Source: an optimization exercise on an open RTL-to-GDS flow (aim: small area, a short achievable clock period and few clock cycles per item). Production flows keep margins and buffers that such runs may drop.
In this exercise RTL edits were held to simulation tests only and were not proved equivalent to the original.

==> job 2856: inputs <==
Design Polygon, start of the top module:
module Polygon #(
    parameter HALF_EYE_ANGLE = 520
)
(
    input clk,
    input rst_n,
    output reg oReadReq,
    input iRAMBusy,
    output [19:0] oRAMAddr,
    input  [15:0] iRAMData,
    input [19:0] iRAMPointCount,
    output [13:0] oAddr,
    input signed [15:0] iMemData,
    input [13:0] iPointCount,
    input signed [15:0] iAlpha, iBeta, iGamma,
    input iUseRAM,
    input i3D,
    input iStart,
    output oFinish,
    input iLineDrawRead,
    output signed [15:0] oU1, oU2, oV1, oV2,
    output oPointValid,
    output oIsRed
);
localparam T_A = 2'd0, T_B = 2'd1, T_G = 2'd2;
reg run, fin;
reg mRAM, m3D;
reg [15:0] pA, pB, pG;
reg [13:0] NP;               
assign oFinish = fin;
always @(posedge clk) begin
    if (!run) begin
        mRAM <= iUseRAM;
        m3D <= i3D;
        pA <= iAlpha;
        pB <= iBeta;
        pG <= iGamma;
        NP <= iUseRAM ? iRAMPointCount[13:0] : {iPointCount[12:0], 1'b0};
    end
end
function automatic [1:0] ptype(input [2:0] p);
    ptype = (p[2]) ? T_G : (p[1] ? T_B : T_A);
endfunction
function automatic pthread(input [2:0] p, input d3);
    pthread = (p[2] & d3) ? p[1] : p[0];
endfunction
reg [2:0] up;                
reg upV;                     
reg [13:0] pn2;              
wire [1:0] uT = ptype(up);
wire       ut = pthread(up, m3D);
wire       ue = m3D & up[0];             
wire       rEnd = m3D ? (up == 3'd7) : (up == 3'd5);
wire       lastRnd = (pn2 >= NP);
wire [2:0] nu = rEnd ? 3'd0 : up + 3'd1;
wire [1:0] nuT = ptype(nu);
wire       nut = pthread(nu, m3D);
wire       nuV = !(rEnd && lastRnd);
wire [1:0] needN = !nuV ? 2'd0 : (nuT == T_A) ? 2'd2 : (nuT == T_B) ? 2'd1 : 2'd0;
  ...
export LEC_CHECK = 0
export CAP_MARGIN = 20
export CORE_MARGIN = 2
export CORE_UTILIZATION = 40
export SLEW_MARGIN = 20
create_clock -name core_clock -period 12.0 [get_ports {clk}]
run.sh (not shown) runs the stock make flow with config.mk's settings and CLKGATE_MAP_FILE= SYNTH_SCRIPT=/design/flow/synth_recipe.tcl, a recipe that flattens the netlist after the stock synthesis.
==> job 2498: changes against job 2856 <==
--- a/flow/design.v
+++ b/flow/design.v
@@ -73,120 +73,122 @@
 end
 reg [15:0] s1 [0:1];         
 reg [15:0] s2 [0:1];         
 reg [15:0] s3 [0:1];         
 wire [15:0] gAng = m3D ? (ue ? pG - HALF_EYE_ANGLE : pG + HALF_EYE_ANGLE) : pG;
 wire [15:0] uAng = (uT == T_A) ? pA : (uT == T_B) ? pB : gAng;
 wire [15:0] la = (uT == T_A) ? {SX[12:0], 3'b0} : s2[ut];
 wire [15:0] lb = (uT == T_G) ? s1[ut] : {SY[12:0], 3'b0};
-wire [15:0] nla = -la;
-wire [15:0] nlb = -lb;
+reg [15:0] L0a, L0b;
+reg [1:0] L0q;
+always @(posedge clk) begin
+    L0a <= la;
+    L0b <= lb;
+    L0q <= uAng[15:14];
+end
+wire [15:0] nla = -L0a;
+wire [15:0] nlb = -L0b;
 reg  [15:0] lx, ly;
 always @(*) begin
-    case (uAng[15:14])
-        2'b00: begin lx = la;  ly = lb;  end
-        2'b01: begin lx = nlb; ly = la;  end
+    case (L0q)
+        2'b00: begin lx = L0a; ly = L0b; end
+        2'b01: begin lx = nlb; ly = L0a; end
         2'b10: begin lx = nla; ly = nlb; end
-        default: begin lx = lb; ly = nla; end
+        default: begin lx = L0b; ly = nla; end
     endcase
 end
 reg signed [15:0] L1x, L1y;
 reg signed [16:0] P2x, P2y;
 always @(posedge clk) begin
     L1x <= lx;
     L1y <= ly;
     P2x <= {L1x[15], L1x} - {L1y[15], L1y};
     P2y <= {L1y[15], L1y} + {L1x[15], L1x};
 end
 reg running;
 reg [14:1] oh;               
 reg signed [16:0] x, y;
 reg signed [15:0] ang;
 reg [1:0] curT; reg curt;    
-reg r1, r2;                  
+reg r1, r2, r3;              
 reg signed [15:0] atan;
 reg signed [16:0] shx, shy;
 integer k;
 always @(*) begin
     atan = 16'sd0;
     shx = 17'sd0;
     shy = 17'sd0;
     for (k = 1; k < 15; k = k + 1) begin
         if (oh[k]) begin
             shx = shx | (x >>> k);
             shy = shy | (y >>> k);
         end
     end
-    case (1'b1)
-        oh[1]: atan = 16'sd4836;
-        oh[2]: atan = 16'sd2555;
-        oh[3]: atan = 16'sd1297;
-        oh[4]: atan = 16'sd651;
-        oh[5]: atan = 16'sd325;
-        oh[6]: atan = 16'sd162;
-        oh[7]: atan = 16'sd81;
-        oh[8]: atan = 16'sd40;
-        oh[9]: atan = 16'sd20;
-        oh[10]: atan = 16'sd10;
-        oh[11]: atan = 16'sd5;
-        oh[12]: atan = 16'sd2;
-        oh[13]: atan = 16'sd1;
-        default: atan = 16'sd0;
-    endcase
+    atan = ({16{oh[1]}} & 16'sd4836) | ({16{oh[2]}} & 16'sd2555) |
+           ({16{oh[3]}} & 16'sd1297) | ({16{oh[4]}} & 16'sd651) |
+           ({16{oh[5]}} & 16'sd325) | ({16{oh[6]}} & 16'sd162) |
+           ({16{oh[7]}} & 16'sd81) | ({16{oh[8]}} & 16'sd40) |
+           ({16{oh[9]}} & 16'sd20) | ({16{oh[10]}} & 16'sd10) |
+           ({16{oh[11]}} & 16'sd5) | ({16{oh[12]}} & 16'sd2) |
+           ({16{oh[13]}} & 16'sd1);
 end
 wire dpos = ~ang[15];
 wire signed [16:0] nx = dpos ? x - shy : x + shy;
 wire signed [16:0] ny = dpos ? y + shx : y - shx;
 wire signed [15:0] nang = dpos ? ang - atan : ang + atan;
 wire gfree;
 wire gacc = running && oh[14] && gfree;          
-wire canStart = upV && r2;
+wire canStart = upV && r3;
 wire startFire = canStart && (!running || gacc);
 wire inFinal;
 always @(posedge clk or negedge rst_n) begin
     if (!rst_n) begin
         running <= 1'b0;
         up <= 3'd0;
         upV <= 1'b0;
         pn2 <= 14'd2;
         need <= 2'd0;
         ad <= 14'd0;
         oReadReq <= 1'b0;
         r1 <= 1'b0;
         r2 <= 1'b0;
+        r3 <= 1'b0;
     end else if (!run) begin
         running <= 1'b0;
         up <= 3'd0;
         upV <= 1'b1;
         pn2 <= 14'd2;
         need <= 2'd2;
         ad <= 14'd0;
         oReadReq <= iUseRAM;
         r1 <= 1'b0;
         r2 <= 1'b0;
+        r3 <= 1'b0;
     end else begin
         r1 <= inFinal;
         r2 <= r1;
+        r3 <= r2;
         if (fetch) begin
             need <= need - 2'd1;
             ad <= ad + 14'd1;
             if (need == 2'd1) oReadReq <= 1'b0;
         end
         if (gacc) running <= 1'b0;
         if (startFire) begin
             running <= 1'b1;
             up <= nu;
             upV <= nuV;
             if (rEnd) pn2 <= pn2 + 14'd2;
             need <= needN;
             if (needN != 2'd0) ad <= ad + adDelta;
             oReadReq <= mRAM && (needN != 2'd0);
             r1 <= 1'b0;
             r2 <= 1'b0;
+            r3 <= 1'b0;
         end
     end
 end
 always @(posedge clk) begin
     if (startFire) begin
         x <= P2x;
         y <= P2y;
         ang <= {{3{~uAng[13]}}, uAng[12:0]};     
@@ -196,48 +198,49 @@
     end else if (running && !oh[14]) begin
         x <= nx;
         y <= ny;
         ang <= nang;
         oh <= {oh[13:1], 1'b0};
     end
 end
 reg gbusy;
-reg [3:0] gc;                
+reg [10:0] gh;               
 reg [1:0] gT; reg gt;
 reg signed [17:0] acc;
 reg signed [16:0] gv, gv2;
 wire [15:0] gres = acc[16:1];
-wire gw1 = gbusy && (gc == 4'd5);
-wire gw2 = gbusy && (gc == 4'd10);
+wire gw1 = gh[5];
+wire gw2 = gh[10];
 assign gfree = !gbusy || gw2;
 wire dfree;                  
 wire gHold = gw1 && (gT == T_G) && !dfree;
-assign inFinal = (need == 2'd0) && !(gbusy && (gc <= 4'd5) && (gT != T_G));
-wire [2:0] gstep = gw1 ? 3'd0 : (gc < 4'd5) ? gc[2:0] : (gc[2:0] - 3'd5);
+assign inFinal = (need == 2'd0) && !((|gh[5:0]) && (gT != T_G));
 wire signed [17:0] gAin = gw1 ? {gv2[16], gv2} : acc;
 wire signed [17:0] gVin = gw1 ? {gv2[16], gv2} : {gv[16], gv};
-wire gsub = (gstep < 3'd3);
-wire signed [17:0] gsh = (gstep == 3'd0 || gstep == 3'd4) ? (gAin >>> 2) : (gAin >>> 3);
+wire gsub = gh[0] | gh[1] | gh[2] | gh[5] | gh[6] | gh[7];
+wire gsh2 = gh[0] | gh[4] | gh[5] | gh[9];
+wire signed [17:0] gsh = gsh2 ? (gAin >>> 2) : (gAin >>> 3);
 wire signed [17:0] gnext = gsub ? gsh - gVin : gsh + gVin;
 always @(posedge clk or negedge rst_n) begin
     if (!rst_n) begin
         gbusy <= 1'b0;
-        gc <= 4'd0;
+        gh <= 11'd0;
     end else if (!run) begin
         gbusy <= 1'b0;
-        gc <= 4'd0;
+        gh <= 11'd0;
     end else begin
         if (gacc) begin
             gbusy <= 1'b1;
-            gc <= 4'd0;
+            gh <= 11'd1;
         end else if (gw2) begin
             gbusy <= 1'b0;
-        end else if (gbusy && !gHold) begin
-            gc <= gc + 4'd1;
+            gh <= 11'd0;
+        end else if (!gHold) begin
+            gh <= {gh[9:0], 1'b0};
         end
     end
 end
 always @(posedge clk) begin
     if (gacc) begin
         gv  <= (curT == T_G) ? nx : ny;
         gv2 <= (curT == T_G) ? ny : nx;
         acc <= (curT == T_G) ? {nx[16], nx} : {ny[16], ny};
==> job 822: changes against job 2856 <==
--- a/flow/design.v
+++ b/flow/design.v
@@ -73,196 +73,204 @@
 end
 reg [15:0] s1 [0:1];         
 reg [15:0] s2 [0:1];         
 reg [15:0] s3 [0:1];         
 wire [15:0] gAng = m3D ? (ue ? pG - HALF_EYE_ANGLE : pG + HALF_EYE_ANGLE) : pG;
 wire [15:0] uAng = (uT == T_A) ? pA : (uT == T_B) ? pB : gAng;
 wire [15:0] la = (uT == T_A) ? {SX[12:0], 3'b0} : s2[ut];
 wire [15:0] lb = (uT == T_G) ? s1[ut] : {SY[12:0], 3'b0};
-wire [15:0] nla = -la;
-wire [15:0] nlb = -lb;
+reg [15:0] L0a, L0b;
+reg [1:0] L0q;
+always @(posedge clk) begin
+    L0a <= la;
+    L0b <= lb;
+    L0q <= uAng[15:14];
+end
+wire [15:0] nla = -L0a;
+wire [15:0] nlb = -L0b;
 reg  [15:0] lx, ly;
 always @(*) begin
-    case (uAng[15:14])
-        2'b00: begin lx = la;  ly = lb;  end
-        2'b01: begin lx = nlb; ly = la;  end
+    case (L0q)
+        2'b00: begin lx = L0a; ly = L0b; end
+        2'b01: begin lx = nlb; ly = L0a; end
         2'b10: begin lx = nla; ly = nlb; end
-        default: begin lx = lb; ly = nla; end
+        default: begin lx = L0b; ly = nla; end
     endcase
 end
 reg signed [15:0] L1x, L1y;
 reg signed [16:0] P2x, P2y;
 always @(posedge clk) begin
     L1x <= lx;
     L1y <= ly;
     P2x <= {L1x[15], L1x} - {L1y[15], L1y};
     P2y <= {L1y[15], L1y} + {L1x[15], L1x};
 end
 reg running;
 reg [14:1] oh;               
 reg signed [16:0] x, y;
 reg signed [15:0] ang;
 reg [1:0] curT; reg curt;    
-reg r1, r2;                  
+reg curL;                    
+reg r1, r2, r3;              
 reg signed [15:0] atan;
 reg signed [16:0] shx, shy;
 integer k;
 always @(*) begin
     atan = 16'sd0;
     shx = 17'sd0;
     shy = 17'sd0;
     for (k = 1; k < 15; k = k + 1) begin
         if (oh[k]) begin
             shx = shx | (x >>> k);
             shy = shy | (y >>> k);
         end
     end
-    case (1'b1)
-        oh[1]: atan = 16'sd4836;
-        oh[2]: atan = 16'sd2555;
-        oh[3]: atan = 16'sd1297;
-        oh[4]: atan = 16'sd651;
-        oh[5]: atan = 16'sd325;
-        oh[6]: atan = 16'sd162;
-        oh[7]: atan = 16'sd81;
-        oh[8]: atan = 16'sd40;
-        oh[9]: atan = 16'sd20;
-        oh[10]: atan = 16'sd10;
-        oh[11]: atan = 16'sd5;
-        oh[12]: atan = 16'sd2;
-        oh[13]: atan = 16'sd1;
-        default: atan = 16'sd0;
-    endcase
+    atan = ({16{oh[1]}} & 16'sd4836) | ({16{oh[2]}} & 16'sd2555) |
+           ({16{oh[3]}} & 16'sd1297) | ({16{oh[4]}} & 16'sd651) |
+           ({16{oh[5]}} & 16'sd325) | ({16{oh[6]}} & 16'sd162) |
+           ({16{oh[7]}} & 16'sd81) | ({16{oh[8]}} & 16'sd40) |
+           ({16{oh[9]}} & 16'sd20) | ({16{oh[10]}} & 16'sd10) |
+           ({16{oh[11]}} & 16'sd5) | ({16{oh[12]}} & 16'sd2) |
+           ({16{oh[13]}} & 16'sd1);
 end
 wire dpos = ~ang[15];
 wire signed [16:0] nx = dpos ? x - shy : x + shy;
 wire signed [16:0] ny = dpos ? y + shx : y - shx;
 wire signed [15:0] nang = dpos ? ang - atan : ang + atan;
 wire gfree;
 wire gacc = running && oh[14] && gfree;          
-wire canStart = upV && r2;
+wire canStart = upV && r3;
 wire startFire = canStart && (!running || gacc);
 wire inFinal;
 always @(posedge clk or negedge rst_n) begin
     if (!rst_n) begin
         running <= 1'b0;
         up <= 3'd0;
         upV <= 1'b0;
         pn2 <= 14'd2;
         need <= 2'd0;
         ad <= 14'd0;
         oReadReq <= 1'b0;
         r1 <= 1'b0;
         r2 <= 1'b0;
+        r3 <= 1'b0;
     end else if (!run) begin
         running <= 1'b0;
         up <= 3'd0;
         upV <= 1'b1;
         pn2 <= 14'd2;
         need <= 2'd2;
         ad <= 14'd0;
         oReadReq <= iUseRAM;
         r1 <= 1'b0;
         r2 <= 1'b0;
+        r3 <= 1'b0;
     end else begin
         r1 <= inFinal;
         r2 <= r1;
+        r3 <= r2;
         if (fetch) begin
             need <= need - 2'd1;
             ad <= ad + 14'd1;
             if (need == 2'd1) oReadReq <= 1'b0;
         end
         if (gacc) running <= 1'b0;
         if (startFire) begin
             running <= 1'b1;
             up <= nu;
             upV <= nuV;
             if (rEnd) pn2 <= pn2 + 14'd2;
             need <= needN;
             if (needN != 2'd0) ad <= ad + adDelta;
             oReadReq <= mRAM && (needN != 2'd0);
             r1 <= 1'b0;
             r2 <= 1'b0;
+            r3 <= 1'b0;
         end
     end
 end
 always @(posedge clk) begin
     if (startFire) begin
         x <= P2x;
         y <= P2y;
         ang <= {{3{~uAng[13]}}, uAng[12:0]};     
         oh <= 14'd1;
         curT <= uT;
         curt <= ut;
+        curL <= lastRnd;
     end else if (running && !oh[14]) begin
         x <= nx;
         y <= ny;
         ang <= nang;
         oh <= {oh[13:1], 1'b0};
     end
 end
 reg gbusy;
-reg [3:0] gc;                
-reg [1:0] gT; reg gt;
+reg [10:0] gh;               
+reg gord;                    
+reg [1:0] gT; reg gt, gL;
 reg signed [17:0] acc;
-reg signed [16:0] gv, gv2;
+reg signed [16:0] gx, gy;
 wire [15:0] gres = acc[16:1];
-wire gw1 = gbusy && (gc == 4'd5);
-wire gw2 = gbusy && (gc == 4'd10);
+wire gw1 = gh[5];
+wire gw2 = gh[10];
 assign gfree = !gbusy || gw2;
 wire dfree;                  
 wire gHold = gw1 && (gT == T_G) && !dfree;
-assign inFinal = (need == 2'd0) && !(gbusy && (gc <= 4'd5) && (gT != T_G));
-wire [2:0] gstep = gw1 ? 3'd0 : (gc < 4'd5) ? gc[2:0] : (gc[2:0] - 3'd5);
-wire signed [17:0] gAin = gw1 ? {gv2[16], gv2} : acc;
-wire signed [17:0] gVin = gw1 ? {gv2[16], gv2} : {gv[16], gv};
-wire gsub = (gstep < 3'd3);
-wire signed [17:0] gsh = (gstep == 3'd0 || gstep == 3'd4) ? (gAin >>> 2) : (gAin >>> 3);
+assign inFinal = (need == 2'd0) && !((|gh[5:0]) && (gT != T_G));
+wire gsecond = |gh[10:5];
+wire signed [16:0] gV = (gord ^ gsecond) ? gx : gy;
+wire signed [17:0] gVin = {gV[16], gV};
+wire signed [17:0] gAin = (gh[0] | gh[5]) ? gVin : acc;
+wire gsub = gh[0] | gh[1] | gh[2] | gh[5] | gh[6] | gh[7];
+wire gsh2 = gh[0] | gh[4] | gh[5] | gh[9];
+wire signed [17:0] gsh = gsh2 ? (gAin >>> 2) : (gAin >>> 3);
 wire signed [17:0] gnext = gsub ? gsh - gVin : gsh + gVin;
 always @(posedge clk or negedge rst_n) begin
     if (!rst_n) begin
         gbusy <= 1'b0;
-        gc <= 4'd0;
+        gh <= 11'd0;
     end else if (!run) begin
         gbusy <= 1'b0;
-        gc <= 4'd0;
+        gh <= 11'd0;
     end else begin
         if (gacc) begin
             gbusy <= 1'b1;
-            gc <= 4'd0;
+            gh <= 11'd1;
         end else if (gw2) begin
             gbusy <= 1'b0;
-        end else if (gbusy && !gHold) begin
-            gc <= gc + 4'd1;
+            gh <= 11'd0;
+        end else if (!gHold) begin
+            gh <= {gh[9:0], 1'b0};
         end
     end
 end
 always @(posedge clk) begin
     if (gacc) begin
-        gv  <= (curT == T_G) ? nx : ny;
-        gv2 <= (curT == T_G) ? ny : nx;
-        acc <= (curT == T_G) ? {nx[16], nx} : {ny[16], ny};
+        gx <= nx;
+        gy <= ny;
+        gord <= (curT == T_G);
         gT <= curT;
         gt <= curt;
-    end else if (gbusy && !gw2 && !gHold) begin
-        acc <= gnext;
-        if (gw1) gv <= gv2;
+        gL <= curL;
     end
+    if (gbusy && !gw2 && !gHold) acc <= gnext;
     if (gw1 && !gHold && gT != T_G) s2[gt] <= gres;      
     if (gw2) begin
         if (gT == T_A) s1[gt] <= gres;                   
         if (gT == T_B) s3[gt] <= gres;                   
     end
 end
 reg dbusy;
 reg [4:0] dc;
 reg dxok;
 reg [15:0] dR, dd, dq;
 reg [15:0] dX, dY;
+reg dt, dL;
 wire dStart = gw1 && (gT == T_G) && dfree;
 wire [15:0] dRs = {dR[14:0], 1'b0};
 wire dge = (dRs >= dd);
 wire dDone = dbusy && (dc == 5'd16) && dxok;
 wire mfree;
 wire dHand = dDone && mfree;
 assign dfree = !dbusy || dHand;
 always @(posedge clk or negedge rst_n) begin
@@ -292,22 +300,25 @@
         dd <= 16'd11360 - gres;
     end else if (dbusy && dc != 5'd16) begin
         dR <= dge ? dRs - dd : dRs;
         dq <= {dq[14:0], dge};
     end
     if (gw2 && gT == T_G) begin
         dX <= gres;
         dY <= s3[gt];
+        dt <= gt;
+        dL <= gL;
     end
 end
 reg mbusy;
 reg [3:0] mc;
 reg [14:0] ms;
 reg signed [15:0] mX, mY, aU, aV;
+reg mt, mL;
 wire mDone = mbusy && (mc == 4'd15);
 wire aTake;                  
 assign mfree = !mbusy || aTake;
 wire signed [16:0] sU = {aU[15], aU} + (ms[0] ? {mX[15], mX} : 17'sd0);
 wire signed [16:0] sV = {aV[15], aV} + (ms[0] ? {mY[15], mY} : 17'sd0);
 always @(posedge clk or negedge rst_n) begin
     if (!rst_n) begin
         mbusy <= 1'b0;
@@ -325,55 +336,57 @@
         end
     end
 end
 always @(posedge clk) begin
     if (dHand) begin
         ms <= dq[15:1];
         mX <= dX;
         mY <= dY;
+        mt <= dt;
+        mL <= dL;
         aU <= 16'sd0;
         aV <= 16'sd0;
     end else if (mbusy && !mDone) begin
         aU <= sU[16:1];
         aV <= sV[16:1];
         ms <= ms >> 1;
     end
 end
-reg [13:0] rJ1;              
 reg rEye;                    
+reg gotFirst;                
 reg ended;                   
-reg [25:0] Lp, Lm;           
 reg oValid, oRed, oLast;
-reg [12:0] oU1r, oV1r, oU2r, oV2r;
+reg [25:0] O1, O2, Xs;       
 wire [25:0] res = {aU[15:3], aV[15:3]};
-wire aEmit = (mRAM ? (rJ1 != 14'd1) : !rJ1[0]) && !ended;
-assign aTake = mDone && (!aEmit || !oValid);
-wire isLast = (rJ1 == NP) && (rEye || !m3D);
+wire aEmit = (mRAM ? gotFirst : mt) && !ended;
+assign aTake = mDone && !oValid;
+wire isLast = mL && (mt ^ NP[0]) && (rEye || !m3D);
 wire lineRead = oValid && iLineDrawRead;
+wire aUpd = run && aTake && !ended;
 assign oPointValid = oValid;
 assign oIsRed = oRed;
-assign oU1 = {{3{oU1r[12]}}, oU1r};
-assign oV1 = {{3{oV1r[12]}}, oV1r};
-assign oU2 = {{3{oU2r[12]}}, oU2r};
-assign oV2 = {{3{oV2r[12]}}, oV2r};
+assign oU1 = {{3{O1[25]}}, O1[25:13]};
+assign oV1 = {{3{O1[12]}}, O1[12:0]};
+assign oU2 = {{3{O2[25]}}, O2[25:13]};
+assign oV2 = {{3{O2[12]}}, O2[12:0]};
 always @(posedge clk or negedge rst_n) begin
     if (!rst_n) begin
         run <= 1'b0;
         fin <= 1'b1;
         oValid <= 1'b0;
         oLast <= 1'b0;
         ended <= 1'b0;
-        rJ1 <= 14'd1;
+        gotFirst <= 1'b0;
         rEye <= 1'b0;
     end else if (!run) begin
         oValid <= 1'b0;
         oLast <= 1'b0;
         ended <= 1'b0;
-        rJ1 <= 14'd1;
+        gotFirst <= 1'b0;
         rEye <= 1'b0;
         if (iStart) begin
             run <= 1'b1;
             fin <= 1'b0;
         end
     end else begin
         if (lineRead) begin
             oValid <= 1'b0;
@@ -383,28 +396,34 @@
             end
         end
         if (aTake && !ended) begin
             if (aEmit) begin
                 oValid <= 1'b1;
                 oLast <= isLast;
                 if (isLast) ended <= 1'b1;
             end
-            if (m3D && !rEye) begin
-                rEye <= 1'b1;
-            end else begin
-                rEye <= 1'b0;
-                rJ1 <= rJ1 + 14'd1;
-            end
+            if (m3D) rEye <= !rEye;
+            if (!m3D || rEye) gotFirst <= 1'b1;
         end
     end
 end
 always @(posedge clk) begin
-    if (run && aTake && !ended) begin
-        if (aEmit) begin
-            {oU1r, oV1r} <= rEye ? Lm : Lp;
-            {oU2r, oV2r} <= res;
-            oRed <= rEye;
+    if (aUpd) begin
+        oRed <= rEye;
+        if (mRAM) begin
+            if (gotFirst) O1 <= m3D ? Xs : O2;
+            if (gotFirst || !m3D || rEye) O2 <= res;
+            if (m3D) begin
+                if (gotFirst) Xs <= O2;
+                else if (!rEye) Xs <= res;
+            end
+        end else begin
+            if (!mt) begin
+                if (!rEye) O1 <= res; else Xs <= res;
+            end else begin
+                O2 <= res;
+                if (rEye) O1 <= Xs;
+            end
         end
-        if (rEye) Lm <= res; else Lp <= res;
     end
 end
 endmodule
==> flow/flow/run.sh (new file) <==
#!/bin/bash
set -euo pipefail
bash standard.sh SETUP_SLACK_MARGIN=8 finish > standard_flow.log 2>&1
==> flow/standard.sh (new file) <==
#!/bin/bash
# synth_recipe.tcl (not shown) runs the flow's synth.tcl, then flattens the netlist and writes it again
# the make line also repeats each setting of config.mk as NAME=value (left out here)
make -C /OpenROAD-flow-scripts/flow DESIGN_CONFIG=/design/flow/config.mk WORK_HOME=/design/flow/orfs CLKGATE_MAP_FILE= SYNTH_SCRIPT=/design/flow/synth_recipe.tcl "${@:-finish}"
removed: flow/run.sh
==> run summary <==
- Job 2498 went through all stages and came out clean. Job 2856 finished clean. Job 822 completed with no timing, DRC or antenna violations.
- Area after synthesis: job 822 < job 2856 < job 2498.
- Clock skew: job 2856 < job 2498 < job 822.
- The highest cell count belongs to job 822, the lowest to job 2856.
- The lowest routed wire length belongs to job 2498, the highest to job 822.
- Die area, highest first: job 2498, job 2856, job 822.
- Maximum frequency: job 2498 < job 2856 < job 822.
- Setup slack, lowest first: job 2498, job 2856, job 822.
- Global-route usage: job 2498 < job 2856 < job 822.
- Core utilization, lowest first: job 2498, job 2856, job 822.
==> figures <==
metric	job 2498	job 822	job 2856
Outcome	finished clean	finished clean	finished clean
Tightest hold margin	0.416 ns	0.395 ns	0.415 ns
DP Area	0.0434 mm^2	0.0417 mm^2	0.0427 mm^2
Wire length of the first global-routing pass	153000 um	155000 um	153000 um
Final WS setup	6.22 ns	7.74 ns	6.54 ns
Wire length reported by the detailed router	95100 um	101000 um	96100 um
Multi-input gates	2716	2576	2746
Number of synthesized flops with an enable pin	509	490	509
Mean routed wirelength per cell	17.9 um	18.9 um	18.1 um
Via count of the first global-routing pass	27900	27400	27900
Synthesized area per cell	10.5 um^2	10.6 um^2	10.3 um^2
First-pass detailed-route iteration total	6	10	7
Instance count of the mapped netlist	3834	3650	3849
Share of the synthesized area in the top cell type	0.381	0.382	0.387
Hold EP	mX[2]	mX[0]	mX[2]
Endpoint of the lowest-slack register-to-register path	gv[13]	x[16]	acc[15]
Reg area	0.0205 mm^2	0.0197 mm^2	0.0197 mm^2
Testbench counts of job 2856, summed over its fixed seeds: cycles 198,205, lines 3,390.
Testbench counts of job 2498, summed over its fixed seeds: cycles 198,397, lines 3,390.
Testbench counts of job 822, summed over its fixed seeds: cycles 198,397, lines 3,390.

[port drivers added, routing unchanged]
How much do the figures lean on ideal ports? The routed layouts below were timed once more, with nothing changed but the port constraints. Step 1, drivers: a clkbuf_16 drives clk and a buf_2 each remaining input, both assumed. Step 2 times the ports against the registers' clock, not the clock port: input delays grow and output delays shrink by t, the midpoint of the rising clock arrivals with the driver on. a / b / c = no drivers / after step 1 / after step 2; a / b = the first two.
run | t, ns | slack for setup (ns) | hold slack, ns | worst setup path after step 2 | worst register clock-pin slew, ns
job 2856 | 0.695 | 6.539 / 6.539 / 6.539 | 0.415 / 0.415 / 0.415 | register to register | 0.07 / 0.07
job 2498 | 0.700 | 6.216 / 6.216 / 6.216 | 0.416 / 0.416 / 0.416 | register to register | 0.07 / 0.07
job 822 | 0.704 | 7.740 / 7.740 / 7.479 | 0.395 / 0.395 / 0.395 | input to register | 0.06 / 0.06
After both steps every run listed still meets setup and hold. The setup slack of job 822, which loses most, moves by 0.000 ns with the drivers and by -0.261 ns with both steps.
